This is an optimization exercise on Yosys and OpenROAD, whose aim is small area, not a production implementation. RTL that was checked went through simulation tests only; none was proved equivalent to the original. Only the layout flow was run in runs 4 to 7; the RTL was not checked for function there. Power is estimated from default activity; no workload was simulated.

File: design.v
module ALU (
input             clk               ,   
input             rst_n             ,   
input             dcd_req           ,   
input      [3:0]  dcd_opcode        ,   
input      [11:0] dcd_mem_addr      ,   
input      [2:0]  dcd_src_reg_1_addr,   
input      [2:0]  dcd_src_reg_2_addr,   
input      [2:0]  dcd_dst_reg_addr  ,   
input      [15:0] dcd_const         ,   
output reg        dcd_ack           ,   
input      [31:0] data_mem_rd_data  ,   
output reg        data_mem_cen      ,   
output            data_mem_rw       ,   
output     [11:0] data_mem_addr     ,   
output     [31:0] data_mem_rw_data  ,   
input      [15:0] reg_0_rd_data     ,   
input             reg_0_ack         ,   
output reg        reg_0_req         ,   
output            reg_0_rw          ,   
output reg [2:0]  reg_0_addr        ,   
input      [15:0] reg_1_rd_data     ,   
input             reg_1_ack         ,   
output reg        reg_1_req         ,   
output reg        reg_1_rw          ,   
output     [2:0]  reg_1_addr        ,   
output reg [15:0] reg_1_wr_data     ,   
output reg        pc_jump_req       ,   
output     [11:0] pc_jump_addr          
);
wire [3:0] op = dcd_opcode;
wire op_alu = op[2];                               
reg  dcd_req_delay;                                
reg  cen_delay;                                    
wire alu_start = dcd_req & ~dcd_req_delay;         
assign data_mem_addr    = dcd_mem_addr;
assign pc_jump_addr     = dcd_mem_addr;
assign data_mem_rw      = ~op[1];
assign data_mem_rw_data = {16'h0000, reg_1_wr_data};    
assign reg_0_rw         = 1'b1;
assign reg_1_addr       = reg_1_rw ? dcd_src_reg_2_addr : dcd_dst_reg_addr;
wire eq = (dcd_const == reg_0_rd_data);
wire        sub = op[0] & ~op[1];
wire [15:0] a   = reg_0_rd_data;
wire [15:0] b   = reg_1_rd_data ^ {16{sub}};
wire [16:0] c;           
wire [15:0] s0;          
wire [15:0] s;
genvar i;
generate for (i = 0; i < 16; i = i + 1) begin : g_add
  wire ci = (i == 0) ? sub : (i == 6 || i == 11) ? 1'b0 : c[i];
  assign s0[i]  = a[i] ^ b[i] ^ ci;
  assign c[i+1] = (a[i] & b[i]) | (a[i] & ci) | (b[i] & ci);
end endgenerate
assign s[5:0] = s0[5:0];
wire c6 = c[6];
wire [4:0] t1;
assign t1[0] = 1'b1;
generate for (i = 1; i < 5; i = i + 1) begin : g_t1
  assign t1[i] = t1[i-1] & s0[6+i-1];
end endgenerate
generate for (i = 0; i < 5; i = i + 1) begin : g_s1
  assign s[6+i] = s0[6+i] ^ (c6 & t1[i]);
end endgenerate
wire c11 = c[11] | (c6 & t1[4] & s0[10]);
wire [4:0] t2;
assign t2[0] = 1'b1;
generate for (i = 1; i < 5; i = i + 1) begin : g_t2
  assign t2[i] = t2[i-1] & s0[11+i-1];
end endgenerate
generate for (i = 0; i < 5; i = i + 1) begin : g_s2
  assign s[11+i] = s0[11+i] ^ (c11 & t2[i]);
end endgenerate
wire [15:0] logic_res = (a & reg_1_rd_data) | ({16{op[0]}} & (a | reg_1_rd_data));    
wire [15:0] alu_res   = op[1] ? logic_res : s;
always @(posedge clk or negedge rst_n)
if (~rst_n) begin
  dcd_req_delay <= 1'b0;
  cen_delay     <= 1'b0;
  data_mem_cen  <= 1'b0;
  reg_0_req     <= 1'b0;
  reg_1_req     <= 1'b0;
  reg_1_rw      <= 1'b0;
  pc_jump_req   <= 1'b0;
  dcd_ack       <= 1'b0;
end else begin
  dcd_req_delay <= dcd_req;
  cen_delay     <= data_mem_cen;
  data_mem_cen  <= (alu_start & ~op[3] & ~op[2] & ~(op[1] ^ op[0]))
                 | (reg_0_ack & ~op[2] & op[1] & ~op[0]);
  reg_0_req     <= ~reg_0_ack & (reg_0_req | (alu_start & (op[2] | (op[1] & ~op[0]) | (op[3] & op[0]))));
  reg_1_req     <= reg_1_ack ? reg_1_rw
                 : (reg_1_req | (alu_start & (op[2] | (~op[3] & ~op[1] & op[0]))) | (cen_delay & ~op[1]));
  reg_1_rw      <= alu_start ? op_alu : (reg_1_rw & ~reg_1_ack);
  pc_jump_req   <= (alu_start & op[3] & ~op[0]) | (reg_0_ack & op[3] & op[0] & eq);
  dcd_ack       <= (~reg_1_rw & reg_1_ack) | (op[1] & data_mem_cen)
                 | (alu_start & op[3] & ~op[0]) | (reg_0_ack & op[3] & op[0]);
end
always @(posedge clk)
  reg_0_addr <= dcd_src_reg_1_addr;
wire sel_alu  = reg_1_rw;
wire sel_hold = op[2] & ~reg_1_rw;
wire sel_c    = ~op[2] & op[0];
wire sel_m    = ~op[2] & ~op[1] & ~op[0];
wire sel_r    = ~op[2] & op[1] & ~op[0];
always @(posedge clk)
  reg_1_wr_data <= ({16{sel_alu}}  & alu_res)
                 | ({16{sel_hold}} & reg_1_wr_data)
                 | ({16{sel_c}}    & dcd_const)
                 | ({16{sel_m}}    & data_mem_rd_data[15:0])
                 | ({16{sel_r}}    & reg_0_rd_data);
endmodule  
File: flow/run.sh
#!/bin/bash
# Standard ORFS layout, with the smallest buffer (buf_1) used for the port buffers.
set -euo pipefail
export BUFFER_PORTS_ARGS="-buffer_cell sky130_fd_sc_hd__buf_1"
bash standard.sh > standard_flow.log 2>&1
File: standard.sh
#!/bin/bash
# synth_recipe.tcl (not shown) runs the flow's synth.tcl, then flattens the netlist and writes it again
# the make line also repeats each setting of config.mk as NAME=value (left out here)
make -C /OpenROAD-flow-scripts/flow DESIGN_CONFIG=/design/flow/config.mk WORK_HOME=/design/flow/orfs CLKGATE_MAP_FILE= SYNTH_SCRIPT=/design/flow/synth_recipe.tcl "${@:-finish}"
File: config.mk
export PLATFORM = sky130hd
export DESIGN_NAME = ALU
export DESIGN_NICKNAME = ALU
export VERILOG_FILES = /design/flow/design.v
export SDC_FILE = /design/flow/constraint.sdc
export NUM_CORES = 4
export LEC_CHECK = 0
export CAP_MARGIN = 20
export CORE_MARGIN = 2
export CORE_UTILIZATION = 40
export SLEW_MARGIN = 20
File: constraint.sdc
create_clock -name core_clock -period 5.0 [get_ports {clk}]
set_input_delay 1.0000 -clock core_clock [delete_from_list [all_inputs] [get_ports {clk}]]
set_output_delay 1.0000 -clock core_clock [all_outputs]
set_load 0.01 [all_outputs]
==> summary.md, run 1 <==
| Metric | Value |
|---|---|
| Run status | `timing/DRC/antenna clean` |
| Max Clk Rate | `0.218 GHz` |
| Starting DRT DRC Count | `133` |
| Most common cell after layout, fill and taps aside | `buf_1` |
| H-tree Lvls | `1` |
| Minimum clock period | `4.59 ns` |
| Yosys Warn Count | `1` |
| HPWL Detailed | `5980 um` |
| Comb pwr share | `0.439` |
| Pre-CTS setup slack | `0.0366 ns` |
| Worst reg2reg path startpoint | `reg_1_rw` |
| Async SR Flop Fraction | `0.296` |
| FP Rows | `30` |
| Via Count | `2557` |
| Most frequent cells in the layout | `buf_1 (126), xnor2_1 (27), nand2_1 (22)` |
| P_int | `437 uW` |
| Total power | `724 uW` |
| Antenna violations before repair | `0` |
| Worst-Margin Slew | `0.920 ns` |
| Routed WL | `7740 um` |
| Max VDD drop | `0.128 mV` |
| Final setup skew | `0.00587 ns` |
| CTS tree | `done` |
| Hold depth | `0` |
| Initial Utilization | `0.415` |
| Post-route clock period utilization | `0.918` |
| Predominant post-synthesis flop cell | `dfxtp_1` |
| Mapped Cells | `326` |
| Endpoint, Worst Hold | `cen_delay` |
| Setup_tns | `0 ns` |
| Max-Slew Margin vs Limit | `0.387` |
| Final worst slack | `0.412 ns` |
| Switching share of total power | `0.397` |
| Area growth from synthesis to layout | `9.10%` |
| Reg clk slew, reported paths | `0.11 ns` |
| Full die area | `7740 um2` |
| Final setup fails | `0` |
| Crit path launch type | `primary input` |
| GP Congestion | `0.878` |
| Hold Crit Class | `flop to flop` |
| Grt total ovfl | `0` |
| First-pass GRT wire length | `11900 um` |
| Fraction of layout cells with a size suffix above 1 | `0.0542` |
| Boundary Pins | `196` |
| Nets@finish | `539` |
| Gr usage total | `0.199` |
| Avg Inst Size Synth | `8.65 um2` |
| Via density per instance | `5.09` |
| Worst-Skew Late Latency | `0.28 ns` |
| Iteration count of the initial detailed-routing pass | `8` |
| Cell Area, Synth | `2820 um2` |
| Number of flops mapped to enable cells by yosys | `0` |
| Residual DRC count | `0` |
| CP Capture Type | `flop` |
| Register bit count reported by yosys | `27` |
| Final Hold Fails | `0` |
| Clk buf depth | `2` |
| CTS Buf Count | `3` |
| Crit path DAT | `4.75 ns` |
| CTS Root Cell | `clkbuf_8` |
| Per-cell routed wire length | `15.4 um` |
| CTS Sinks | `27` |
| Clock share of power | `0.190` |
| Port bufs | `126` |
| Peak fanout along the critical path | `5` |
| Min Hold Slack | `0.412 ns` |
| Setup CP Type | `primary input to flop` |
| Seq pwr share | `0.372` |
| Placed instance area | `3020 um2` |
| Worst EP required | `5.16 ns` |
| Post-route design area | `3080 um2` |
| Die height | `88.0 um` |
| Slew Viols, Final | `0` |
| Core area | `6790 um2` |
| Pleak | `1.21 nW` |
| Reg2reg end | `reg_1_wr_data[7]` |
| Routed Antenna Nets | `0` |
| Switching power | `287 uW` |
| Worst hold start | `data_mem_cen` |
| Antenna cells | `0` |
| Max cap viols | `0` |
| Reg2reg path depth | `4` |
| Die X | `88.0 um` |
| Vias in the first global route | `2345` |
| RSZ-0062 raised after global routing | `false` |
| Cell Pwr Density | `235 nW/um2` |
| R2r setup slk | `2.81 ns` |
| Netlist cell types | `45` |
| Largest net degree at the start of global routing | `36` |
| Post-synthesis sequential area ratio | `0.206` |
| Hold-fix buffers, CTS | `0` |
how the worst max path moves through the flow:
stage	from	to
floorplan	dcd_opcode[1]	reg_1_wr_data[13]
global placement	dcd_opcode[1]	reg_1_wr_data[13]
detailed placement	dcd_opcode[1]	reg_1_wr_data[13]
CTS	dcd_opcode[1]	reg_1_wr_data[13]
global route	dcd_opcode[1]	reg_1_wr_data[13]
finish	dcd_opcode[1]	reg_1_wr_data[13]
worst max-delay path, stage by stage:
cell and delay (ns):
buf_1 0.08, inv_1 0.15, ha_2 0.27, mux2i_1 0.11, fa_1 0.44, fa_1 0.40
inv_1 0.08, fa_1 0.19, fa_1 0.18, inv_1 0.06, fa_1 0.44, and3b_1 0.27
and3_1 0.17, ha_1 0.13, nand2b_1 0.19, a21boi_0 0.12, o311ai_0 0.36, nand3_1 0.11
Yosys cell counts, types with 4 or more instances:
cell	number	area, um2
nand2_1	22	82.6
nand4_1	5	31.3
a21oi_1	8	40.0
nor2_1	6	22.5
nor2b_1	5	31.3
o211ai_1	12	90.1
maj3_1	5	50.1
dfrtp_1	8	200
inv_1	20	75.1
clkbuf_1	4	15.0
ha_1	10	125
a222oi_1	16	160
fa_1	12	240
xnor2_1	27	236
xor2_1	11	96.3
buf_4	58	435
o21ai_0	16	80.1
nand3_1	18	90.1
dfxtp_1	19	380
a221o_1	5	50.1
buf_2	9	45.0
registers in the layout, summed over array words and instances, names as in the netlist:
| name | count |
|---|---|
| reg_0_addr | 3 |
| pc_jump_req | 1 |
| dcd_req_delay | 1 |
| reg_1_rw | 1 |
| reg_1_req | 1 |
| reg_1_wr_data | 16 |
| data_mem_cen | 1 |
| dcd_ack | 1 |
| cen_delay | 1 |
| reg_0_req | 1 |
routing by layer:
metal | track usage | share of wire | vias to the layer above | wire length [um]
li1 | - | - | 1230 | -
met1 | 0.275 | 0.45 | 1218 | 3470
met2 | 0.329 | 0.47 | 105 | 3610
met3 | 0.0368 | 0.078 | 4 | 607
met4 | 0.0336 | 0.0054 | 0 | 42
met5 | 0 | 0 | - | 0
power by group through the flow:
stage / registers [mW] / logic, mW / clock network (mW)
after floorplan: 0.281 / 0.251 / 0
after global placement: 0.273 / 0.315 / 0
after detailed placement: 0.274 / 0.319 / 0
after CTS: 0.269 / 0.321 / 0.148
after global routing: 0.273 / 0.356 / 0.152
final: 0.269 / 0.317 / 0.137
per-stage QoR:
step,instances,util
floorplan,341,-
global placement,498,0.445
detailed placement,498,0.445
CTS,502,0.452
global route,502,0.453
finish,502,0.453
repair_timing:
| item | 4_1_cts | 5_1_grt |
|---|---|---|
| buffers inserted | 0 | 0 |
| gates resized for setup | 0 | 1 |
| setup endpoints to repair | 0 | 1 |
logic make-up (layout without fill, tap and decap cells):
logic type / count (synthesis) / count (layout) / synth area share
fa+ha+maj: 27 / 27 / 0.147
mux: 5 / 5 / 0.0195
xor+xnor: 38 / 38 / 0.118
simple gates: 66 / 66 / 0.122
buf+inv: 96 / 161 / 0.212
other cells: 2 / 17 / 0.00266
compound gates: 65 / 65 / 0.172
flops: 27 / 27 / 0.206
layout make-up:
| cell class | instances | area [um2] |
|---|---|---|
| inverter | 21 | 78.8 |
| clock inverter | 1 | 7.51 |
| multi-input combinational | 218 | 1700 |
| fill | 717 | 3720 |
| sequential | 27 | 581 |
| timing repair buffer | 136 | 548 |
| clock buffer | 3 | 41.3 |
| tap | 96 | 120 |
==> run 2, diff against run 1 <==
==> flow/run.sh (replaced) <==
#!/bin/bash
# Standard ORFS layout with two changes: the smallest buffer (buf_1) for the
# port buffers, and an area-oriented ABC mapping script for synthesis.
set -euo pipefail
cp -r "$FLOW_HOME/scripts" ./orfs_scripts
cp flow/abc.script ./orfs_scripts/abc_speed.script
export SCRIPTS_DIR="$PWD/orfs_scripts"
export BUFFER_PORTS_ARGS="-buffer_cell sky130_fd_sc_hd__buf_1"
bash standard.sh > standard_flow.log 2>&1
==> flow/abc.script (new file) <==
&get -n
&st
&dch
&nf
&st
&syn2
&dch -f
&nf -R 1000
&st
&dch -f
&nf -R 1000
&put
==> summary.md, run 2 <==
| Metric | Value |
|---|---|
| Full die area | `7390 um2` |
| Final setup fails | `0` |
| Boundary Pins | `196` |
| Max cap viols | `0` |
| CTS tree | `done` |
| Gr usage total | `0.203` |
| Largest registers | `reg_1_wr_data x16, reg_0_addr x3` |
| Final Hold Fails | `0` |
| Crit-path max cell delay | `0.45 ns` |
| Minimum clock period | `4.68 ns` |
| Initial Utilization | `0.419` |
| Max VDD drop | `0.100 mV` |
| Core area | `6420 um2` |
| Die height | `86.0 um` |
| Largest net degree at the start of global routing | `30` |
| Number of flops mapped to enable cells by yosys | `0` |
| Resized Gates After CTS | `0` |
| Post-CTS Setup Inserts | `0` |
| FP Rows | `29` |
| Crit path launch type | `primary input` |
| Routed WL | `7500 um` |
| Hold Crit Class | `flop to flop` |
| Avg Inst Size Synth | `8.38 um2` |
| CP max stage cell | `fa_1` |
| Cell mode on critical path | `fa_1` |
| Most frequent cells in the layout | `buf_1 (126), nand2_1 (25), xor2_1 (23)` |
| Cell Pwr Density | `233 nW/um2` |
| RSZ-0062 raised after global routing | `false` |
| Netlist cell types | `38` |
| Async SR Flop Fraction | `0.296` |
| Max-Slew Margin vs Limit | `0.422` |
| Commonest cells post-synth | `buf_4 (57), nand2_1 (25), xor2_1 (23)` |
| Antenna violations before repair | `0` |
| Synth area leaders | `buf_4 (16%), dfxtp_1 (14%), fa_1 (8.9%), xor2_1 (7.5%), dfrtp_1 (7.4%)` |
| Via Count | `2588` |
| Fin cells | `501` |
| CP Capture Type | `flop` |
| Synth area leader | `buf_4` |
| Reg clk slew, reported paths | `0.11 ns` |
| Core Util, Final | `0.477` |
| GP Congestion | `0.793` |
| Dpl cells | `497` |
| Run status | `timing/DRC/antenna clean` |
| Vias in the first global route | `2454` |
| Worst-Margin Slew | `0.868 ns` |
| Via density per instance | `5.17` |
| Port bufs | `126` |
| Iteration count of the initial detailed-routing pass | `5` |
| Critical path's top delay family | `adder cells` |
| WP buf/inv | `5` |
| Worst EP required | `5.17 ns` |
| Most common cell after layout, fill and taps aside | `buf_1` |
| Area growth from synthesis to layout | `13.8%` |
| Slew Viols, Final | `0` |
| HPWL Detailed | `5790 um` |
| Mapped Cells | `321` |
| CTS Buf Count | `3` |
| CTS Root Cell | `clkbuf_8` |
| Die X | `86.0 um` |
| Peak fanout along the critical path | `5` |
| Yosys Warn Count | `1` |
| Biggest register | `reg_1_wr_data` |
| Starting DRT DRC Count | `145` |
| Residual DRC count | `0` |
| Per-cell routed wire length | `15.0 um` |
| Post-route clock period utilization | `0.937` |
| Predominant post-synthesis flop cell | `dfxtp_1` |
| Max Clk Rate | `0.214 GHz` |
| Post-synthesis sequential area ratio | `0.216` |
| Antenna cells | `0` |
| CTS Sinks | `27` |
| Fraction of layout cells with a size suffix above 1 | `0.0542` |
| Yosys top cell area share | `0.159` |
| CP Cell Sequence | `buf_1 > inv_2 > ha_1 > xnor2_1 > fa_1 > fa_1 > clkinv_1 > fa_1 > fa_1 > clkinv_1 > fa_1 > clkinv_1 > and3_1 > and3_1 > ha_1 > nand2b_1 > and4_1 > and3_1 > o311ai_1 > nand3_1` |
| Routed Antenna Nets | `0` |
| Pleak | `1.21 nW` |
| Final setup skew | `0.00292 ns` |
| H-tree Lvls | `1` |
| Count leader, synth | `buf_4` |
| Max reg flops | `16` |
| Clk buf depth | `2` |
| Worst-Skew Late Latency | `0.28 ns` |
| Cell Area, Synth | `2690 um2` |
| Setup CP Type | `primary input to flop` |
| Nets@finish | `557` |
| Crit path DAT | `4.85 ns` |
| Hold-fix buffers, CTS | `0` |
| Register bit count reported by yosys | `27` |
| First-pass GRT wire length | `11900 um` |
| Grt total ovfl | `0` |
==> run 2: cell count changes after synthesis, moves of 6 or more <==
cell      change
a21oi_1      +10
buf_2         -9
clkinv_1     +20
inv_1        -20
nor2_1       +10
o21ai_0       +6
xnor2_1      -17
xor2_1       +12
==> run 2: routing by layer <==
metal | global-route usage | routed length [um] | part of all wire
met3 | 0.0269 | 483 | 0.064
met2 | 0.357 | 3700 | 0.49
met4 | 0.0491 | 43 | 0.0057
met1 | 0.263 | 3270 | 0.44
met5 | 0 | 0 | 0
==> run 2: cell families after synthesis <==
kind of cell	Yosys count	share of synthesized area
AOI/OAI and AO/OA	79	0.198
buffers and inverters	77	0.187
and+or+nand+nor	75	0.128
xor gates and xnor gates	33	0.107
DFF	27	0.216
adders and majority gates	23	0.140
muxes	5	0.0205
other	2	0.00279
==> run 2: metrics by stage <==
step / setup WS, ns / total power [mW] / cell area [um2] / hold WS, ns / setup TNS (ns)
after floorplan: 0.0844 / 0.510 / 2750 / 0.435 / 0
after global routing: 0.00584 / 0.774 / 3060 / 0.448 / 0
after CTS: 0.0711 / 0.724 / 3060 / 0.430 / 0
after global placement: -0.133 / 0.577 / 3010 / 0.396 / -0.183
final: 0.317 / 0.712 / 3060 / 0.427 / 0
after detailed placement: -0.191 / 0.583 / 3010 / 0.403 / -0.412
==> run 2: power breakdown <==
| part | total (mW) | switching [mW] | internal [mW] |
|---|---|---|---|
| Sequential | 0.268 | 0.0232 | 0.245 |
| Clock | 0.135 | 0.0779 | 0.0567 |
| Combinational | 0.309 | 0.180 | 0.129 |
==> run 2: path summary, 6_finish.rpt <==
check                         startpoint           endpoint  slack (ns)  cells past startpoint
hold reg to reg             data_mem_cen          cen_delay        0.43                      0
hold / removal              data_mem_cen          cen_delay        0.43                      0
max in group asynchronous          rst_n          cen_delay        4.09                      1
setup / recovery           dcd_opcode[1]  reg_1_wr_data[15]        0.32                     20
min in group asynchronous          rst_n           reg_1_rw        0.62                      1
setup reg to reg                reg_1_rw   reg_1_wr_data[0]        2.90                      4
==> run 2: final cells by class <==
type	instances	area, um2
multi-input combinational	232	1670
clock buffer	3	41.3
tap	77	96.3
clock inverter	1	7.51
timing repair buffer	141	586
sequential	27	581
fill	677	3360
inverter	20	75.1
==> run 2: worst register-to-register path, delay by kind of cell, from the launching register on <==
kind                   cells  cell delay (ns)
and+or+nand+nor            2             0.43
AOI/OAI and AO/OA          1             0.34
buffers and inverters      1             0.29
DFF                        1             0.93
==> run 3, diff against run 2 <==
==> flow/abc.script (replaced) <==
&get -n
&st
&dch
&nf
&st
&syn2
&if -g -K 6
&synch2
&nf
&st
&dch -f
&nf -R 1000
&st
&dch -f
&nf -R 1000
&put
==> summary.md, run 3 <==
| Metric | Value |
|---|---|
| Most frequent cells in the layout | `buf_1 (126), clkinv_1 (23), nand2_1 (21)` |
| Hold depth | `0` |
| Grt total ovfl | `0` |
| Largest registers | `reg_1_wr_data x16, reg_0_addr x3` |
| H-tree Lvls | `1` |
| Hold Crit Class | `flop to flop` |
| FP Rows | `29` |
| Seq pwr share | `0.380` |
| Hold-fix buffers, CTS | `0` |
| Number of flops mapped to enable cells by yosys | `0` |
| Yosys Warn Count | `1` |
| Worst reg2reg path startpoint | `reg_1_rw` |
| Via Count | `2536` |
| First-pass GRT wire length | `11800 um` |
| Async SR Flop Fraction | `0.296` |
| Die height | `85.2 um` |
| Multi-input gate area | `1610 um2` |
| Port bufs | `126` |
| Reg2reg path depth | `5` |
| Cell Pwr Density | `235 nW/um2` |
| Worst hold start | `data_mem_cen` |
| Fraction of layout cells with a size suffix above 1 | `0.0520` |
| Yosys top cell area share | `0.162` |
| Register bit count reported by yosys | `27` |
| Register Area | `581 um2` |
| Peak fanout along the critical path | `4` |
| P_int | `429 uW` |
| Predominant post-synthesis flop cell | `dfxtp_1` |
| Clk buf depth | `2` |
| Final Hold Fails | `0` |
| Vias in the first global route | `2424` |
| CTS Sinks | `27` |
| Cell Area, Synth | `2640 um2` |
| Residual DRC count | `0` |
| Iteration count of the initial detailed-routing pass | `4` |
| Boundary Pins | `196` |
| CTS Buf Count | `3` |
| Worst-Skew Late Latency | `0.28 ns` |
| CP Capture Type | `flop` |
| Area growth from synthesis to layout | `13.7%` |
| Synth area leaders | `buf_4 (16%), dfxtp_1 (14%), fa_1 (9.1%), dfrtp_1 (7.6%), xor2_1 (6.3%)` |
| Synth area leader | `buf_4` |
| Routed WL | `7570 um` |
| Pleak | `1.15 nW` |
| Full die area | `7260 um2` |
| Max-Slew Margin vs Limit | `0.295` |
| Post-route design area | `3000 um2` |
| Run status | `timing/DRC/antenna clean` |
| CTS Root Cell | `clkbuf_8` |
| Mapped Cells | `302` |
| Die X | `85.2 um` |
| Post-synthesis sequential area ratio | `0.220` |
| Clock share of power | `0.194` |
| Setup_tns | `0 ns` |
| Final setup fails | `0` |
| Antenna violations before repair | `0` |
| Antenna cells | `0` |
| Largest net degree at the start of global routing | `17` |
| Max VDD drop | `0.139 mV` |
| Via density per instance | `5.27` |
| Comb pwr share | `0.426` |
| Max Clk Rate | `0.214 GHz` |
| Reg clk slew, reported paths | `0.11 ns` |
| Switching share of total power | `0.393` |
| Crit path launch type | `primary input` |
| Core area | `6350 um2` |
| Crit path from | `dcd_opcode[1]` |
| Placed instance area | `2950 um2` |
| Nets@finish | `537` |
| Post-route clock period utilization | `0.933` |
| Setup CP Type | `primary input to flop` |
| Netlist cell types | `36` |
| HPWL Detailed | `5970 um` |
| Initial Utilization | `0.416` |
| RSZ-0062 raised after global routing | `false` |
| Crit path DAT | `4.84 ns` |
| Core Util, Final | `0.472` |
| Max reg flops | `16` |
| Max cap viols | `0` |
| GP Congestion | `0.826` |
| Commonest cells post-synth | `buf_4 (57), clkinv_1 (24), nand2_1 (21)` |
| Worst EP required | `5.17 ns` |
| Starting DRT DRC Count | `138` |
| Gr usage total | `0.205` |
| Slew Viols, Final | `0` |
| Biggest register | `reg_1_wr_data` |
| Routed Antenna Nets | `0` |
| Count leader, synth | `buf_4` |
| Switching power | `277 uW` |
| Most common cell after layout, fill and taps aside | `buf_1` |
| Final setup skew | `0.00177 ns` |
| Fill cells | `689` |
| Worst-Margin Slew | `1.06 ns` |
| Minimum clock period | `4.67 ns` |
| Avg Inst Size Synth | `8.74 um2` |
| Min Hold Slack | `0.453 ns` |
| CTS tree | `done` |
| Per-cell routed wire length | `15.7 um` |
==> run 3: cell types whose count changed after synthesis, moves of 4 or more <==
cell and change:
o211ai_1 -6, a21oi_1 -8, xor2_1 -4, a221oi_1 +4, o21ai_0 -8, clkinv_1 +4
nand3_1 -4, nor2_1 -7, a22oi_1 +10, nand2_1 -4, maj3_1 +11
==> run 3: through the flow <==
| stage | power (mW) | setup WS, ns | std cells |
|---|---|---|---|
| floorplan | 0.507 | 0.00946 | 317 |
| global placement | 0.569 | -0.0407 | 477 |
| detailed placement | 0.573 | -0.0848 | 477 |
| CTS | 0.712 | 0.195 | 481 |
| global route | 0.762 | 0.0360 | 481 |
| finish | 0.706 | 0.334 | 481 |
==> run 3: cell type report <==
type / count / area share
timing repair buffer: 140 / 0.193
multi-input combinational: 209 / 0.537
clock buffer: 4 / 0.0150
inverter: 24 / 0.0300
tap: 77 / 0.0321
sequential: 27 / 0.194
==> run 3: kinds of logic (layout without fill, tap and decap cells) <==
group / count (synthesis) / in the layout / share of synthesized area
buffers and inverters: 81 / 168 / 0.196
DFF: 27 / 27 / 0.220
AOI/OAI and AO/OA: 68 / 68 / 0.184
and+or+nand+nor: 59 / 59 / 0.107
other: 2 / 17 / 0.00285
muxes: 4 / 4 / 0.0166
xor gates and xnor gates: 27 / 27 / 0.0896
adders and majority gates: 34 / 34 / 0.184
==> run 3: repair_timing <==
action,4_1_cts,5_1_grt
gates resized for setup,0,3
buffers inserted,0,0
setup endpoints to repair,0,2
==> run 3: final timing paths <==
kind	slack (ns)	to
max in group asynchronous	4.09	reg_1_rw
min in group asynchronous	0.61	reg_0_req
setup reg to reg	2.94	reg_1_wr_data[14]
hold reg to reg	0.45	cen_delay
setup / recovery	0.33	reg_1_wr_data[11]
hold / removal	0.45	cen_delay
==> run 3: power groups by stage <==
stage                     registers [mW]  clock network (mW)  logic [mW]
after floorplan                    0.283                   0       0.224
after global placement             0.272                   0       0.298
after detailed placement           0.273                   0       0.300
after CTS                          0.269               0.142       0.302
after global routing               0.273               0.149       0.341
final                              0.268               0.137       0.301
==> run 3: worst max-delay path, stage by stage <==
cell,delay [ns]
buf_1,0.13
inv_2,0.07
ha_1,0.20
xnor2_1,0.15
fa_1,0.39
fa_1,0.40
clkinv_1,0.07
fa_1,0.19
fa_1,0.21
clkinv_1,0.10
fa_1,0.45
nor2b_2,0.16
and3_1,0.18
and2_1,0.16
ha_1,0.15
nand2b_1,0.15
ha_1,0.24
a222oi_1,0.33
nand3_1,0.10
==> run 3: layer usage <==
| metal | GRT usage | up-vias | part of all wire |
|---|---|---|---|
| met5 | 0 | - | 0 |
| met4 | 0.0462 | 0 | 0.0087 |
| met3 | 0.0399 | 12 | 0.075 |
| met2 | 0.347 | 111 | 0.49 |
| met1 | 0.272 | 1201 | 0.43 |
| li1 | - | 1212 | - |
==> run 4, diff against run 3 <==
--- a/design.v
+++ b/design.v
@@ -72,7 +72,7 @@
   assign s[11+i] = s0[11+i] ^ (c11 & t2[i]);
 end endgenerate
 wire [15:0] logic_res = (a & reg_1_rd_data) | ({16{op[0]}} & (a | reg_1_rd_data));    
-wire [15:0] alu_res   = op[1] ? logic_res : s;
+wire [15:0] alu_res = reg_1_rd_data;
 always @(posedge clk or negedge rst_n)
 if (~rst_n) begin
   dcd_req_delay <= 1'b0;
==> summary.md, run 4 <==
| Metric | Value |
|---|---|
| Antenna cells | `0` |
| Post-route clock period utilization | `0.538` |
| Crit path DAT | `1.69 ns` |
| Register Area | `581 um2` |
| Resized Gates After CTS | `0` |
| Seq pwr share | `0.481` |
| Yosys Warn Count | `1` |
| Met3 wire len | `468 um` |
| Max reg flops | `16` |
| Boundary Pins | `196` |
| Most frequent cells in the layout | `buf_1 (126), a22oi_1 (26), dfxtp_1 (19)` |
| Yosys top cell area share | `0.244` |
| Pre-CTS setup slack | `2.42 ns` |
| Starting DRT DRC Count | `110` |
| Largest net degree at the start of global routing | `24` |
| Multi-input gate area | `776 um2` |
| Worst-Skew Late Latency | `0.27 ns` |
| Count leader, synth | `buf_4` |
| Area growth from synthesis to layout | `14.5%` |
| Clk buf depth | `2` |
| Post-CTS Setup Inserts | `0` |
| Fraction of layout cells with a size suffix above 1 | `0.0306` |
| HPWL Detailed | `3760 um` |
| Comb pwr share | `0.285` |
| CTS tree | `done` |
| CTS Buf Count | `3` |
| Final worst slack | `2.31 ns` |
| Max cap viols | `0` |
| CTS Root Cell | `clkbuf_8` |
| Gr usage total | `0.187` |
| Worst EP required | `4.00 ns` |
| Reg clk slew, reported paths | `0.10 ns` |
| CP max stage cell | `dfrtp_1` |
| Total length of routed met2 wires | `2260 um` |
| Residual DRC count | `0` |
| Initial Utilization | `0.408` |
| Final Hold Fails | `0` |
| Fill cells | `477` |
| Antenna violations before repair | `0` |
| Run status | `timing/DRC/antenna clean` |
| CP Capture Type | `output pin` |
| Crit-path max cell delay | `0.90 ns` |
| GP Congestion | `0.766` |
| Cell Pwr Density | `272 nW/um2` |
| Setup_tns | `0 ns` |
| Total power | `545 uW` |
| Biggest register | `reg_1_wr_data` |
| Nets@finish | `406` |
| RSZ-0062 raised after global routing | `false` |
| Largest registers | `reg_1_wr_data x16, reg_0_addr x3` |
| Max Clk Rate | `0.372 GHz` |
| Switching share of total power | `0.341` |
| Synth area leaders | `buf_4 (24%), dfxtp_1 (22%), dfrtp_1 (11%), a22oi_1 (11%), nand3_1 (4.0%)` |
| Max VDD drop | `0.101 mV` |
| Minimum clock period | `2.69 ns` |
| Grt total ovfl | `0` |
| H-tree Lvls | `1` |
| Port bufs | `126` |
| Final setup fails | `0` |
| Core area | `4290 um2` |
| Commonest cells post-synth | `buf_4 (57), a22oi_1 (26), dfxtp_1 (19)` |
| Hold-fix buffers, CTS | `0` |
| Avg Inst Size Synth | `8.64 um2` |
| CP Cell Sequence | `mux2_1 > buf_1` |
| M1 WL | `2000 um` |
| Cell Area, Synth | `1750 um2` |
| Die X | `70.2 um` |
| Full die area | `4930 um2` |
| Switching power | `186 uW` |
| Max-Slew Margin vs Limit | `0.440` |
| Number of flops mapped to enable cells by yosys | `0` |
| CTS Sinks | `27` |
| Setup CP Type | `flop to output pin` |
| Register bit count reported by yosys | `27` |
| Final setup skew | `0.00349 ns` |
| Peak fanout along the critical path | `23` |
| Synth area leader | `buf_4` |
| P_int | `359 uW` |
| Vias in the first global route | `1539` |
| Via Count | `1737` |
| First-pass GRT wire length | `7490 um` |
| Async SR Flop Fraction | `0.296` |
| Most common cell after layout, fill and taps aside | `buf_1` |
| Predominant post-synthesis flop cell | `dfxtp_1` |
| Post-synthesis sequential area ratio | `0.331` |
| Per-cell routed wire length | `13.8 um` |
| Max Used Layer | `met4` |
| Pleak | `0.768 nW` |
| Netlist cell types | `27` |
| Hold Crit Class | `flop to flop` |
| Die height | `70.2 um` |
| FP Rows | `24` |
| Worst-Margin Slew | `0.840 ns` |
| Clock share of power | `0.235` |
| Via density per instance | `5.02` |
| Mapped Cells | `203` |
| Core Util, Final | `0.467` |
| Iteration count of the initial detailed-routing pass | `4` |
| Routed Antenna Nets | `0` |
| Slew Viols, Final | `0` |
| Routed WL | `4780 um` |
| Crit path launch type | `flop` |
run 4: cell types whose count changed in the layout (fill, tap and decap cells not counted), sizes merged, moves of 5 or more:
cell    delta
a21oi      -6
a221oi     -6
a222oi     -5
a22oi     +14
buf       -11
clkinv    -12
fa        -12
ha         -9
maj3      -12
nor2       -5
o21ai     -13
xnor2      -6
xor2      -13
run 4: kinds of logic after synthesis:
| kind of cell | Yosys count | synth area share |
|---|---|---|
| compound gates | 47 | 0.206 |
| simple gates | 47 | 0.124 |
| flops | 27 | 0.331 |
| buf+inv | 68 | 0.268 |
| mux | 3 | 0.0193 |
| other cells | 2 | 0.00428 |
| fa+ha+maj | 1 | 0.00714 |
| xor+xnor | 8 | 0.0400 |
run 4: worst paths after layout:
path                            cells past startpoint  slack (ns)                to          from
worst min register to register                      0        0.42         cen_delay  data_mem_cen
worst min-delay path                                0        0.42         cen_delay  data_mem_cen
min in group asynchronous                           1        0.64           dcd_ack         rst_n
worst max-delay path                                2        2.31     reg_1_addr[1]      reg_1_rw
max in group asynchronous                           1        4.05       pc_jump_req         rst_n
worst max register to register                      4        3.06  reg_1_wr_data[4]      reg_1_rw
run 4: through the flow:
stage / std cells / instance area (um2) / hold slack, ns
final: 346 / 2010 / 0.423
after global placement: 342 / 1950 / 0.406
after detailed placement: 342 / 1950 / 0.405
after floorplan: 218 / 1810 / 0.435
after CTS: 346 / 2000 / 0.429
after global routing: 346 / 2010 / 0.452
run 4: critical path, delay by kind of cell, from the launching register on:
family	cells	cell delay, ns
buf+inv	1	0.13
flops	1	0.90
mux	1	0.39
run 4: final cells by class:
cell class / instances / area share
clock buffer: 3 / 0.0206
clock inverter: 1 / 0.00374
inverter: 11 / 0.0206
multi-input combinational: 123 / 0.387
sequential: 27 / 0.289
tap: 52 / 0.0324
timing repair buffer: 129 / 0.247
run 4: metal layers:
layer | global-route usage | vias up
li1 | - | 840
met1 | 0.259 | 784
met2 | 0.304 | 104
met3 | 0.0303 | 9
met4 | 0.0513 | 0
met5 | 0 | -
run 4: power groups by stage:
stage	registers (mW)	clock network, mW	logic, mW
floorplan	0.276	0	0.122
global placement	0.267	0	0.155
detailed placement	0.267	0	0.156
CTS	0.262	0.133	0.156
global route	0.266	0.143	0.172
finish	0.262	0.128	0.155
==> run 5, diff against run 4 <==
--- a/design.v
+++ b/design.v
@@ -31,7 +31,6 @@
 wire [3:0] op = dcd_opcode;
 wire op_alu = op[2];                               
 reg  dcd_req_delay;                                
-reg  cen_delay;                                    
 wire alu_start = dcd_req & ~dcd_req_delay;         
 assign data_mem_addr    = dcd_mem_addr;
 assign pc_jump_addr     = dcd_mem_addr;
@@ -72,11 +71,10 @@
   assign s[11+i] = s0[11+i] ^ (c11 & t2[i]);
 end endgenerate
 wire [15:0] logic_res = (a & reg_1_rd_data) | ({16{op[0]}} & (a | reg_1_rd_data));    
-wire [15:0] alu_res = reg_1_rd_data;
+wire [15:0] alu_res   = op[1] ? logic_res : s;
 always @(posedge clk or negedge rst_n)
 if (~rst_n) begin
   dcd_req_delay <= 1'b0;
-  cen_delay     <= 1'b0;
   data_mem_cen  <= 1'b0;
   reg_0_req     <= 1'b0;
   reg_1_req     <= 1'b0;
@@ -85,20 +83,20 @@
   dcd_ack       <= 1'b0;
 end else begin
   dcd_req_delay <= dcd_req;
-  cen_delay     <= data_mem_cen;
   data_mem_cen  <= (alu_start & ~op[3] & ~op[2] & ~(op[1] ^ op[0]))
                  | (reg_0_ack & ~op[2] & op[1] & ~op[0]);
   reg_0_req     <= ~reg_0_ack & (reg_0_req | (alu_start & (op[2] | (op[1] & ~op[0]) | (op[3] & op[0]))));
   reg_1_req     <= reg_1_ack ? reg_1_rw
-                 : (reg_1_req | (alu_start & (op[2] | (~op[3] & ~op[1] & op[0]))) | (cen_delay & ~op[1]));
-  reg_1_rw      <= alu_start ? op_alu : (reg_1_rw & ~reg_1_ack);
+                 : (reg_1_req | (alu_start & (op[2] | (~op[3] & ~op[1] & op[0]))) | (reg_1_rw & ~op[2]));
+  reg_1_rw      <= alu_start ? op_alu
+                 : op[2] ? (reg_1_rw & ~reg_1_ack) : (data_mem_cen & ~op[1]);
   pc_jump_req   <= (alu_start & op[3] & ~op[0]) | (reg_0_ack & op[3] & op[0] & eq);
   dcd_ack       <= (~reg_1_rw & reg_1_ack) | (op[1] & data_mem_cen)
                  | (alu_start & op[3] & ~op[0]) | (reg_0_ack & op[3] & op[0]);
 end
 always @(posedge clk)
   reg_0_addr <= dcd_src_reg_1_addr;
-wire sel_alu  = reg_1_rw;
+wire sel_alu  = op[2] & reg_1_rw;
 wire sel_hold = op[2] & ~reg_1_rw;
 wire sel_c    = ~op[2] & op[0];
 wire sel_m    = ~op[2] & ~op[1] & ~op[0];
==> flow/abc.script (replaced) <==
&get -n
&st
&dch
&nf
&st
&syn2
&dch -f
&nf -R 1000
&st
&dch -f
&nf -R 1000
&put
==> summary.md, run 5 <==
| Metric | Value |
|---|---|
| Run status | `timing/DRC/antenna clean` |
| Post-route clock period utilization | `0.934` |
| Yosys top cell area share | `0.161` |
| Register Area | `556 um2` |
| Total power | `751 uW` |
| Crit path from | `dcd_opcode[0]` |
| Clk buf depth | `2` |
| Predominant post-synthesis flop cell | `dfxtp_1` |
| Setup CP Type | `primary input to flop` |
| Antenna violations before repair | `0` |
| Starting DRT DRC Count | `149` |
| Hold Crit Class | `flop to flop` |
| Largest net degree at the start of global routing | `30` |
| Hold-fix buffers, CTS | `0` |
| Crit path DAT | `4.86 ns` |
| Final Hold Fails | `0` |
| Crit-path max cell delay | `0.43 ns` |
| Residual DRC count | `0` |
| Per-cell routed wire length | `16.4 um` |
| Max Clk Rate | `0.214 GHz` |
| Cell Pwr Density | `246 nW/um2` |
| Most common cell after layout, fill and taps aside | `buf_1` |
| Most frequent cells in the layout | `buf_1 (126), xor2_1 (23), nand2_1 (21)` |
| CP Capture Type | `flop` |
| Final setup fails | `0` |
| CTS Sinks | `26` |
| Worst-Skew Late Latency | `0.29 ns` |
| CP Cell Sequence | `buf_1 > ha_4 > mux2i_2 > fa_1 > fa_1 > clkinv_1 > fa_1 > fa_1 > clkinv_1 > fa_1 > clkinv_1 > and3_1 > and3_1 > ha_1 > nand2b_1 > ha_1 > xor2_1 > o22ai_1 > a222oi_1 > nand2_1` |
| Synth area leader | `buf_4` |
| Fin cells | `488` |
| Yosys Warn Count | `1` |
| Antenna cells | `0` |
| CP max stage cell | `fa_1` |
| Largest registers | `reg_1_wr_data x16, reg_0_addr x3` |
| Number of flops mapped to enable cells by yosys | `0` |
| Max VDD drop | `0.132 mV` |
| Core area | `6390 um2` |
| Die X | `85.4 um` |
| Cell mode on critical path | `fa_1` |
| Pleak | `1.20 nW` |
| Max cap viols | `0` |
| Post-synthesis sequential area ratio | `0.209` |
| Cell Area, Synth | `2650 um2` |
| FP Rows | `29` |
| Area growth from synthesis to layout | `15.2%` |
| Nets@finish | `544` |
| Mapped Cells | `308` |
| Post-CTS Setup Inserts | `0` |
| Async SR Flop Fraction | `0.269` |
| Vias in the first global route | `2489` |
| CTS tree | `done` |
| Minimum clock period | `4.67 ns` |
| Count leader, synth | `buf_4` |
| Multi-input gate area | `1670 um2` |
| Avg Inst Size Synth | `8.61 um2` |
| Max reg flops | `16` |
| Worst EP required | `5.19 ns` |
| Commonest cells post-synth | `buf_4 (57), xor2_1 (23), nand2_1 (21)` |
| Worst reg2reg path startpoint | `reg_1_rw` |
| Worst-Margin Slew | `0.866 ns` |
| Routed WL | `8030 um` |
| Iteration count of the initial detailed-routing pass | `5` |
| Netlist cell types | `39` |
| Fill cells | `672` |
| Routed Antenna Nets | `0` |
| Min Hold Slack | `0.506 ns` |
| GP Congestion | `0.823` |
| HPWL Detailed | `6190 um` |
| Worst hold start | `reg_1_wr_data[1]` |
| Grt total ovfl | `0` |
| Initial Utilization | `0.415` |
| Register bit count reported by yosys | `26` |
| Dpl cells | `484` |
| Gr usage total | `0.213` |
| First-pass GRT wire length | `12300 um` |
| CTS Root Cell | `clkbuf_8` |
| Peak fanout along the critical path | `4` |
| Biggest register | `reg_1_wr_data` |
| Setup_tns | `0 ns` |
| Max-Slew Margin vs Limit | `0.420` |
| Die height | `85.4 um` |
| RSZ-0062 raised after global routing | `false` |
| Via Count | `2685` |
| CTS Buf Count | `3` |
| H-tree Lvls | `1` |
| Crit path launch type | `primary input` |
| Via density per instance | `5.50` |
| Slew Viols, Final | `0` |
| Boundary Pins | `196` |
| Final setup skew | `0.0156 ns` |
| Reg clk slew, reported paths | `0.11 ns` |
| Fraction of layout cells with a size suffix above 1 | `0.0560` |
| Synth area leaders | `buf_4 (16%), dfxtp_1 (14%), fa_1 (9.1%), xor2_1 (7.6%), dfrtp_1 (6.6%)` |
| Full die area | `7300 um2` |
| Port bufs | `126` |
-- run 5: cell count changes after synthesis, moves of 12 or more --
cell	change
fa_1	+12
a21oi_1	+12
a22oi_1	-15
xor2_1	+17
o21ai_0	+16
-- run 5: per-layer routing --
metal  vias up  share of wire  wire [um]  GRT usage
met3         7          0.081        651     0.0292
met5         -              0          0          0
met1      1288           0.43       3450      0.291
li1       1262              -          -          -
met2       128           0.48       3850      0.354
met4         0         0.0088         71     0.0519
-- run 5: cells by family (layout without fill, tap and decap cells) --
group | after synthesis | count (layout) | share of synthesized area
AO/OA/AOI/OAI | 86 | 86 | 0.230
buffers and inverters | 77 | 165 | 0.190
AND/OR/NAND/NOR | 57 | 57 | 0.102
XOR/XNOR | 34 | 34 | 0.112
flip-flops | 26 | 26 | 0.209
adder cells (fa/ha/maj) | 22 | 22 | 0.138
multiplexers | 4 | 4 | 0.0165
other | 2 | 17 | 0.00283
-- run 5: stage by stage --
step | area (um2) | setup slack, ns | util
global placement | 2970 | -0.00965 | 0.465
CTS | 3040 | 0.239 | 0.476
floorplan | 2710 | 0.102 | -
finish | 3060 | 0.329 | 0.478
detailed placement | 2970 | -0.0548 | 0.465
global route | 3060 | 0.0175 | 0.478
-- run 5: where the power goes --
| part | internal, mW | switching [mW] | leakage, nW |
|---|---|---|---|
| registers | 0.234 | 0.0195 | 0.250 |
| clock network | 0.107 | 0.0789 | 0.0357 |
| logic | 0.129 | 0.183 | 0.916 |
| total | 0.470 | 0.282 | 1.20 |
-- run 5: cell type report --
type                       count  area share
multi-input combinational    220       0.547
timing repair buffer         141       0.192
sequential                    26       0.182
tap                           77      0.0315
inverter                      20      0.0246
clock buffer                   3      0.0135
clock inverter                 1     0.00983
-- run 5: worst paths after layout --
check,cells past startpoint,endpoint,slack [ns]
min,2,reg_1_wr_data[1],0.51
max in group asynchronous,1,reg_0_req,4.13
max reg2reg,4,reg_1_wr_data[9],3.25
min in group asynchronous,1,data_mem_cen,0.58
min reg2reg,2,reg_1_wr_data[1],0.51
max,20,reg_1_wr_data[12],0.33
-- run 5: worst max-delay path: cells and delay by family --
family	cells	cell delay, ns
buffers and inverters	4	0.47
multiplexers	1	0.09
adder cells (fa/ha/maj)	8	2.16
AO/OA/AOI/OAI	2	0.38
AND/OR/NAND/NOR	4	0.61
XOR/XNOR	1	0.16
-- run 5: what timing repair did --
action                                  in CTS  in global routing
resized for setup                            0                  4
endpoints found under the setup margin       0                  5
endpoints found under the hold margin        0                  0
==> run 6, diff against run 5 <==
==> flow/abc.script (replaced) <==
&get -n
&st
&dch
&nf
&st
&syn2
&if -g -K 6
&synch2
&nf
&st
&dch -f
&nf -R 1000
&st
&dch -f
&nf -R 1000
&put
==> summary.md, run 6 <==
| Metric | Value |
|---|---|
| Run status | `timing/DRC/antenna clean` |
| Final setup fails | `0` |
| H-tree Lvls | `1` |
| Most frequent cells in the layout | `buf_1 (126), xor2_1 (23), clkinv_1 (22), nand2_1 (22), dfxtp_1 (19)` |
| Reg clk slew, reported paths | `0.10 ns` |
| Per-cell routed wire length | `16.1 um` |
| HPWL Detailed | `6160 um` |
| Cell Area, Synth | `2620 um2` |
| Starting DRT DRC Count | `163` |
| Count leader, synth | `buf_4` |
| Final Hold Fails | `0` |
| Full die area | `7220 um2` |
| Synth area leader | `buf_4` |
| Grt total ovfl | `0` |
| Minimum clock period | `4.72 ns` |
| Yosys top cell area share | `0.163` |
| Iteration count of the initial detailed-routing pass | `5` |
| Core area | `6350 um2` |
| Routed Antenna Nets | `0` |
| RSZ-0062 raised after global routing | `false` |
| Mapped Cells | `305` |
| Boundary Pins | `196` |
| Largest registers | `reg_1_wr_data x16, reg_0_addr x3` |
| Avg Inst Size Synth | `8.59 um2` |
| CP Capture Type | `flop` |
| Port bufs | `126` |
| Post-synthesis mux area share | `0.0167` |
| Final setup skew | `0.00748 ns` |
| Biggest register | `reg_1_wr_data` |
| Synth Area in XOR/XNOR | `0.100` |
| Die height | `85.0 um` |
| Setup CP Type | `primary input to flop` |
| Reg2reg path depth | `6` |
| Setup_tns | `0 ns` |
| Largest net degree at the start of global routing | `24` |
| FP Rows | `29` |
| Cell Pwr Density | `244 nW/um2` |
| Number of flops mapped to enable cells by yosys | `0` |
| Synth area leaders | `buf_4 (16%), dfxtp_1 (15%), fa_1 (9.2%), xor2_1 (7.7%), dfrtp_1 (6.7%)` |
| Largest family of logic cells by synthesized area | `buffers and inverters` |
| Slew Viols, Final | `0` |
| Switching power | `271 uW` |
| GP Congestion | `0.871` |
| Stages on worst setup path | `21` |
| WP buf/inv | `4` |
| Crit-path max cell delay | `0.42 ns` |
| Peak fanout along the critical path | `3` |
| Switching share of total power | `0.368` |
| Clock share of power | `0.248` |
| Max-Slew Margin vs Limit | `0.284` |
| Via density per instance | `5.32` |
| Synth Area in Adders | `0.174` |
| Core Util, Final | `0.475` |
| CTS tree | `done` |
| P_int | `465 uW` |
| Max Clk Rate | `0.212 GHz` |
| Pleak | `1.18 nW` |
| Crit path launch type | `primary input` |
| R2r setup slk | `2.81 ns` |
| Gr usage total | `0.212` |
| Netlist cell types | `37` |
| Total power | `736 uW` |
| Post-CTS Setup Inserts | `0` |
| Seq pwr share | `0.345` |
| Worst EP required | `5.16 ns` |
| Antenna violations before repair | `0` |
| CTS Sinks | `26` |
| Worst-Skew Late Latency | `0.28 ns` |
| Routed WL | `7820 um` |
| Area growth from synthesis to layout | `15.1%` |
| Worst-Margin Slew | `1.07 ns` |
| Fill cells | `658` |
| Yosys Warn Count | `1` |
| Async SR Flop Fraction | `0.269` |
| Antenna cells | `0` |
| Via Count | `2581` |
| Crit path DAT | `4.88 ns` |
| Post-route clock period utilization | `0.943` |
| CP max stage cell | `fa_1` |
| Max reg flops | `16` |
| Comb pwr share | `0.407` |
| Nets@finish | `541` |
| CTS Buf Count | `3` |
| Residual DRC count | `0` |
| Commonest cells post-synth | `buf_4 (57), xor2_1 (23), clkinv_1 (22), nand2_1 (22), dfxtp_1 (19)` |
| Max VDD drop | `0.152 mV` |
| Cell mode on critical path | `fa_1` |
| Clk buf depth | `2` |
| Compound-gate portion of the synthesized area | `0.180` |
| Critical path's top delay family | `adder cells` |
| Post-synthesis sequential area ratio | `0.212` |
| Most common cell after layout, fill and taps aside | `buf_1` |
| Simple-gate share of the synthesized area | `0.119` |
| CP Cell Sequence | `buf_1 > clkinv_1 > ha_1 > xnor2_1 > fa_1 > fa_1 > clkinv_1 > fa_1 > fa_1 > clkinv_1 > fa_1 > nor2b_2 > and3_1 > and2_0 > ha_1 > nand2b_1 > ha_1 > xor2_1 > o22ai_1 > nand3_1 > nand3_1` |
| Max cap viols | `0` |
| Register bit count reported by yosys | `26` |
| Hold Crit Class | `flop to flop` |
| Initial Utilization | `0.413` |
| Predominant post-synthesis flop cell | `dfxtp_1` |
| CTS Root Cell | `clkbuf_8` |
| First-pass GRT wire length | `12300 um` |
| Vias in the first global route | `2504` |
| Hold depth | `2` |
| Fraction of layout cells with a size suffix above 1 | `0.0564` |
| Die X | `85.0 um` |
[run 6: layer usage]
metal,GRT usage,share of wire,vias up
met4,0.0592,0.018,0
met5,0,0,-
li1,-,-,1225
met3,0.0340,0.068,15
met1,0.278,0.42,1224
met2,0.361,0.50,117
[run 6: final cells by class]
cell class              count  area (um2)  area share
repair buffers            141         586       0.194
inverters                  22        82.6      0.0274
flip-flops and latches     26         556       0.184
clock inverters             1        30.0     0.00995
well taps                  77        96.3      0.0319
multi-input cells         215        1630       0.539
clock buffers               3        41.3      0.0137
[run 6: power by group through the flow]
| stage | Combinational [mW] | Sequential [mW] | Clock, mW |
|---|---|---|---|
| 2_1_floorplan | 0.213 | 0.268 | 0 |
| 4_1_cts | 0.299 | 0.254 | 0.188 |
| 3_5_place_dp | 0.297 | 0.258 | 0 |
| 5_1_grt | 0.334 | 0.257 | 0.192 |
| 6_report | 0.300 | 0.254 | 0.183 |
| 3_3_place_gp | 0.291 | 0.257 | 0 |
[run 6: path summary, 6_finish.rpt]
check / to / from
min: reg_0_req / reg_0_req
max in group asynchronous: data_mem_cen / rst_n
min in group asynchronous: pc_jump_req / rst_n
max reg2reg: reg_1_wr_data[7] / reg_1_rw
max: reg_1_wr_data[12] / dcd_opcode[1]
min reg2reg: reg_0_req / reg_0_req
[run 6: kinds of logic after synthesis]
family                     after synthesis
AOI/OAI and AO/OA                       66
xor gates and xnor gates                30
adders and majority gates               31
buffers and inverters                   79
DFF                                     26
muxes                                    4
other                                    2
and+or+nand+nor                         67
[run 6: through the flow]
step | setup WS [ns] | instances | area, um2 | hold WS, ns
after floorplan | 0.0743 | 320 | 2680 | 0.526
final | 0.284 | 485 | 3020 | 0.511
after CTS | 0.233 | 485 | 3010 | 0.519
after global placement | -0.0117 | 481 | 2940 | 0.488
after detailed placement | -0.0340 | 481 | 2940 | 0.494
after global routing | 0.00608 | 485 | 3020 | 0.531
[run 6: timing repair]
action | 4_1_cts | 5_1_grt
hold endpoints to repair | 0 | 0
endpoints found under the setup margin | 0 | 4
resized for setup | 0 | 3
hold buffers | 0 | 0
[run 6: worst reg2reg max path: stages (launching register included)]
cell and delay, ns:
dfrtp_1 0.55, nand2_1 0.18, nor2_1 0.85, o21ai_0 0.25, nor2_1 0.15, a221oi_1 0.06
nand2_1 0.11
==> run 7, diff against run 6 <==
--- a/design.v
+++ b/design.v
@@ -31,6 +31,7 @@
 wire [3:0] op = dcd_opcode;
 wire op_alu = op[2];                               
 reg  dcd_req_delay;                                
+reg  cen_delay;                                    
 wire alu_start = dcd_req & ~dcd_req_delay;         
 assign data_mem_addr    = dcd_mem_addr;
 assign pc_jump_addr     = dcd_mem_addr;
@@ -42,39 +43,21 @@
 wire        sub = op[0] & ~op[1];
 wire [15:0] a   = reg_0_rd_data;
 wire [15:0] b   = reg_1_rd_data ^ {16{sub}};
-wire [16:0] c;           
-wire [15:0] s0;          
-wire [15:0] s;
+wire [15:0] p   = a ^ b;                          
+wire [15:0] g   = a & b;                          
+wire [16:0] c;
+assign c[0] = sub;
 genvar i;
 generate for (i = 0; i < 16; i = i + 1) begin : g_add
-  wire ci = (i == 0) ? sub : (i == 6 || i == 11) ? 1'b0 : c[i];
-  assign s0[i]  = a[i] ^ b[i] ^ ci;
-  assign c[i+1] = (a[i] & b[i]) | (a[i] & ci) | (b[i] & ci);
+  assign c[i+1] = g[i] | (p[i] & c[i]);
 end endgenerate
-assign s[5:0] = s0[5:0];
-wire c6 = c[6];
-wire [4:0] t1;
-assign t1[0] = 1'b1;
-generate for (i = 1; i < 5; i = i + 1) begin : g_t1
-  assign t1[i] = t1[i-1] & s0[6+i-1];
-end endgenerate
-generate for (i = 0; i < 5; i = i + 1) begin : g_s1
-  assign s[6+i] = s0[6+i] ^ (c6 & t1[i]);
-end endgenerate
-wire c11 = c[11] | (c6 & t1[4] & s0[10]);
-wire [4:0] t2;
-assign t2[0] = 1'b1;
-generate for (i = 1; i < 5; i = i + 1) begin : g_t2
-  assign t2[i] = t2[i-1] & s0[11+i-1];
-end endgenerate
-generate for (i = 0; i < 5; i = i + 1) begin : g_s2
-  assign s[11+i] = s0[11+i] ^ (c11 & t2[i]);
-end endgenerate
-wire [15:0] logic_res = (a & reg_1_rd_data) | ({16{op[0]}} & (a | reg_1_rd_data));    
+wire [15:0] s = p ^ c[15:0];
+wire [15:0] logic_res = g | ({16{op[0]}} & p);
 wire [15:0] alu_res   = op[1] ? logic_res : s;
 always @(posedge clk or negedge rst_n)
 if (~rst_n) begin
   dcd_req_delay <= 1'b0;
+  cen_delay     <= 1'b0;
   data_mem_cen  <= 1'b0;
   reg_0_req     <= 1'b0;
   reg_1_req     <= 1'b0;
@@ -83,20 +66,20 @@
   dcd_ack       <= 1'b0;
 end else begin
   dcd_req_delay <= dcd_req;
+  cen_delay     <= data_mem_cen;
   data_mem_cen  <= (alu_start & ~op[3] & ~op[2] & ~(op[1] ^ op[0]))
                  | (reg_0_ack & ~op[2] & op[1] & ~op[0]);
   reg_0_req     <= ~reg_0_ack & (reg_0_req | (alu_start & (op[2] | (op[1] & ~op[0]) | (op[3] & op[0]))));
   reg_1_req     <= reg_1_ack ? reg_1_rw
-                 : (reg_1_req | (alu_start & (op[2] | (~op[3] & ~op[1] & op[0]))) | (reg_1_rw & ~op[2]));
-  reg_1_rw      <= alu_start ? op_alu
-                 : op[2] ? (reg_1_rw & ~reg_1_ack) : (data_mem_cen & ~op[1]);
+                 : (reg_1_req | (alu_start & (op[2] | (~op[3] & ~op[1] & op[0]))) | (cen_delay & ~op[1]));
+  reg_1_rw      <= alu_start ? op_alu : (reg_1_rw & ~reg_1_ack);
   pc_jump_req   <= (alu_start & op[3] & ~op[0]) | (reg_0_ack & op[3] & op[0] & eq);
   dcd_ack       <= (~reg_1_rw & reg_1_ack) | (op[1] & data_mem_cen)
                  | (alu_start & op[3] & ~op[0]) | (reg_0_ack & op[3] & op[0]);
 end
 always @(posedge clk)
   reg_0_addr <= dcd_src_reg_1_addr;
-wire sel_alu  = op[2] & reg_1_rw;
+wire sel_alu  = reg_1_rw;
 wire sel_hold = op[2] & ~reg_1_rw;
 wire sel_c    = ~op[2] & op[0];
 wire sel_m    = ~op[2] & ~op[1] & ~op[0];
==> flow/run.sh (replaced) <==
#!/bin/bash
# Standard ORFS layout, with the smallest buffer (buf_1) used for the port buffers.
set -euo pipefail
export BUFFER_PORTS_ARGS="-buffer_cell sky130_fd_sc_hd__buf_1"
bash standard.sh > standard_flow.log 2>&1
removed: flow/abc.script
==> summary.md, run 7 <==
| Metric | Value |
|---|---|
| Via density per instance | `5.16` |
| Commonest cells post-synth | `buf_4 (58), nand2_1 (30), dfxtp_1 (19)` |
| Worst EP required | `5.17 ns` |
| Vias in the first global route | `2369` |
| Antenna violations before repair | `0` |
| Predominant post-synthesis flop cell | `dfxtp_1` |
| Post-route clock period utilization | `1.38` |
| Max VDD drop | `0.100 mV` |
| CTS Buf Count | `3` |
| Die height | `87.0 um` |
| Setup_tns | `-7.98 ns` |
| Synth area leaders | `buf_4 (16%), dfxtp_1 (14%), fa_1 (10%), ha_1 (8.2%), dfrtp_1 (7.3%)` |
| Min Hold Slack | `0.429 ns` |
| Max reg flops | `16` |
| Initial Utilization | `0.410` |
| GP Congestion | `0.815` |
| Crit path launch type | `primary input` |
| Hold Crit Class | `flop to flop` |
| Mapped Cells | `301` |
| CTS tree | `done` |
| Area growth from synthesis to layout | `15.4%` |
| Yosys top cell area share | `0.158` |
| Final setup fails | `7` |
| Fraction of layout cells with a size suffix above 1 | `0.146` |
| Async SR Flop Fraction | `0.296` |
| CP Capture Type | `flop` |
| Boundary Pins | `196` |
| Gr usage total | `0.193` |
| Iteration count of the initial detailed-routing pass | `6` |
| Largest registers | `reg_1_wr_data x16, reg_0_addr x3` |
| Count leader, synth | `buf_4` |
| Clk buf depth | `2` |
| FP Rows | `30` |
| Cell Area, Synth | `2750 um2` |
| Final setup skew | `0.00427 ns` |
| Synth area leader | `buf_4` |
| CTS Sinks | `27` |
| Pleak | `1.24 nW` |
| Peak fanout along the critical path | `3` |
| Netlist cell types | `36` |
| First-pass GRT wire length | `11500 um` |
| H-tree Lvls | `1` |
| Grt total ovfl | `0` |
| Antenna cells | `0` |
| Avg Inst Size Synth | `9.15 um2` |
| Final worst slack | `-1.91 ns` |
| Failing Checks | `negative setup slack` |
| Starting DRT DRC Count | `167` |
| Reg clk slew, reported paths | `0.11 ns` |
| Worst-Skew Late Latency | `0.29 ns` |
| Residual DRC count | `0` |
| RSZ-0062 raised after global routing | `true` |
| Crit path from | `dcd_opcode[1]` |
| HPWL Detailed | `5840 um` |
| Post-synthesis sequential area ratio | `0.211` |
| Critical Path Sink | `reg_1_wr_data[15]` |
| CP max stage cell | `fa_2` |
| Setup CP Type | `primary input to flop` |
| CP Cell Sequence | `buf_8 > clkinvlp_4 > ha_4 > mux2_4 > fa_2 > fa_2 > fa_2 > fa_2 > fa_2 > fa_2 > fa_2 > fa_2 > fa_2 > fa_2 > fa_2 > fa_2 > fa_2 > inv_2 > fa_2 > nor3_2 > a221o_1 > nand2_1 > nand3_1` |
| Run status | `complete, but fails checks` |
| Full die area | `7560 um2` |
| Number of flops mapped to enable cells by yosys | `0` |
| Slew Viols, Final | `0` |
| Cell mode on critical path | `fa_2` |
| Reg2reg end | `reg_1_wr_data[13]` |
| Via Count | `2466` |
| Biggest register | `reg_1_wr_data` |
| Total power | `726 uW` |
| Crit-path max cell delay | `0.40 ns` |
| Max-Slew Margin vs Limit | `0.427` |
| Port bufs | `126` |
| Largest net degree at the start of global routing | `36` |
| R2r setup slk | `2.86 ns` |
| Die X | `87.0 um` |
| Worst reg2reg path startpoint | `reg_1_rw` |
| Most frequent cells in the layout | `buf_1 (125), nand2_1 (30), buf_4 (23)` |
| Reg2reg path depth | `4` |
| Core area | `6720 um2` |
| Yosys Warn Count | `1` |
| Minimum clock period | `6.91 ns` |
| Max Clk Rate | `0.145 GHz` |
| Cell Pwr Density | `228 nW/um2` |
| Most common cell after layout, fill and taps aside | `buf_1` |
| Max cap viols | `0` |
| Crit path DAT | `7.08 ns` |
| Nets@finish | `541` |
| CTS Root Cell | `clkbuf_8` |
| Routed WL | `7480 um` |
| Final Hold Fails | `0` |
| Register bit count reported by yosys | `27` |
| Routed Antenna Nets | `0` |
| Per-cell routed wire length | `15.6 um` |
| Worst-Margin Slew | `0.859 ns` |
==> run 7: worst min path at each step <==
stage | start | slack [ns] | depth (start not counted) | to
floorplan | data_mem_cen | 0.44 | 0 | cen_delay
global placement | data_mem_cen | 0.41 | 0 | cen_delay
detailed placement | data_mem_cen | 0.41 | 0 | cen_delay
CTS | data_mem_cen | 0.43 | 0 | cen_delay
global route | data_mem_cen | 0.46 | 0 | cen_delay
finish | data_mem_cen | 0.43 | 0 | cen_delay
==> run 7: cell families after synthesis <==
family | Yosys count | synth area share
AOI/OAI and AO/OA | 58 | 0.158
buffers and inverters | 78 | 0.199
DFF | 27 | 0.211
xor gates and xnor gates | 32 | 0.102
other | 2 | 0.00273
and+or+nand+nor | 66 | 0.119
adders and majority gates | 32 | 0.184
muxes | 6 | 0.0245
==> run 7: area by class of cell <==
class / count / area (um2)
clock buffers: 3 / 41.3
flip-flops and latches: 27 / 581
multi-input cells: 211 / 1750
inverters: 6 / 26.3
repair buffers: 150 / 677
clock inverters: 1 / 7.51
fillers: 700 / 3540
well taps: 80 / 100
==> run 7: timing repair <==
| action | CTS | global route |
|---|---|---|
| gates resized for setup | 2 | 3 |
| endpoints found under the setup margin | 7 | 8 |
| hold buffers | 0 | 0 |
| setup buffers | 1 | 0 |
| endpoints found under the hold margin | 0 | 0 |
| pin swaps | 20 | 9 |
==> run 7: worst max-delay path, delay by kind of cell <==
family / cells / cell delay [ns]
adder cells (fa/ha/maj): 15 / 5.14
multiplexers: 1 / 0.28
AO/OA/AOI/OAI: 1 / 0.26
buffers and inverters: 3 / 0.24
AND/OR/NAND/NOR: 3 / 0.18
==> run 7: power by group <==
group	switching (mW)	leakage [nW]	internal [mW]
clock network	0.0825	0.0217	0.0569
logic	0.177	0.960	0.141
registers	0.0235	0.262	0.245
total	0.283	1.24	0.443
==> run 7: stage by stage <==
stage / instance area (um2) / setup slack [ns] / utilization / instances
after global placement: 3100 / -2.40 / 0.462 / 473
after floorplan: 2900 / -2.45 / - / 316
final: 3180 / -1.91 / 0.473 / 478
after detailed placement: 3100 / -2.49 / 0.462 / 473
after CTS: 3170 / -2.12 / 0.472 / 478
after global routing: 3180 / -2.14 / 0.473 / 478
==> run 7: per-layer routing <==
metal	wire, um	track usage	vias up
met5	0	0	-
met4	34	0.0341	0
met3	571	0.0322	7
met2	3620	0.332	110
met1	3260	0.257	1159
li1	-	-	1190

==> afterwards: timing with drivers on the ports <==
How much do the figures lean on ideal ports? The routed layouts below were timed once more, with nothing changed but the port constraints.
Step 1 (the two cells are an assumption about what drives the block):
set clk [get_ports {clk}]
set_driving_cell -lib_cell sky130_fd_sc_hd__clkbuf_16 $clk
set_driving_cell -lib_cell sky130_fd_sc_hd__buf_2 [delete_from_list [all_inputs] $clk]
Step 2, shift: input delay + t, output delay - t, t = (earliest + latest rising clock arrival at the registers) / 2. This alone moves slack from input paths to output paths.
Three values: no drivers, after step 1, after step 2; two values: the first two.
run	shift t [ns]	slack for setup (ns)	worst setup path at the end
run 1	0.303	0.412 / 0.415 / 0.112	input to register
run 2	0.306	0.317 / 0.320 / 0.014	input to register
run 3	0.309	0.334 / 0.341 / 0.032	input to register
run 4	0.295	2.308 / 2.283 / 2.393	input to register
run 5	0.313	0.329 / 0.325 / 0.012	input to register
run 6	0.301	0.284 / 0.281 / -0.020	input to register
run 7	0.314	-1.911 / -1.936 / -2.250	input to register
Met with ideal ports but missed after step 2: setup timing in run 6. For run 7, which loses most, drivers alone change the setup slack by -0.025 ns; drivers and shift together by -0.339 ns.
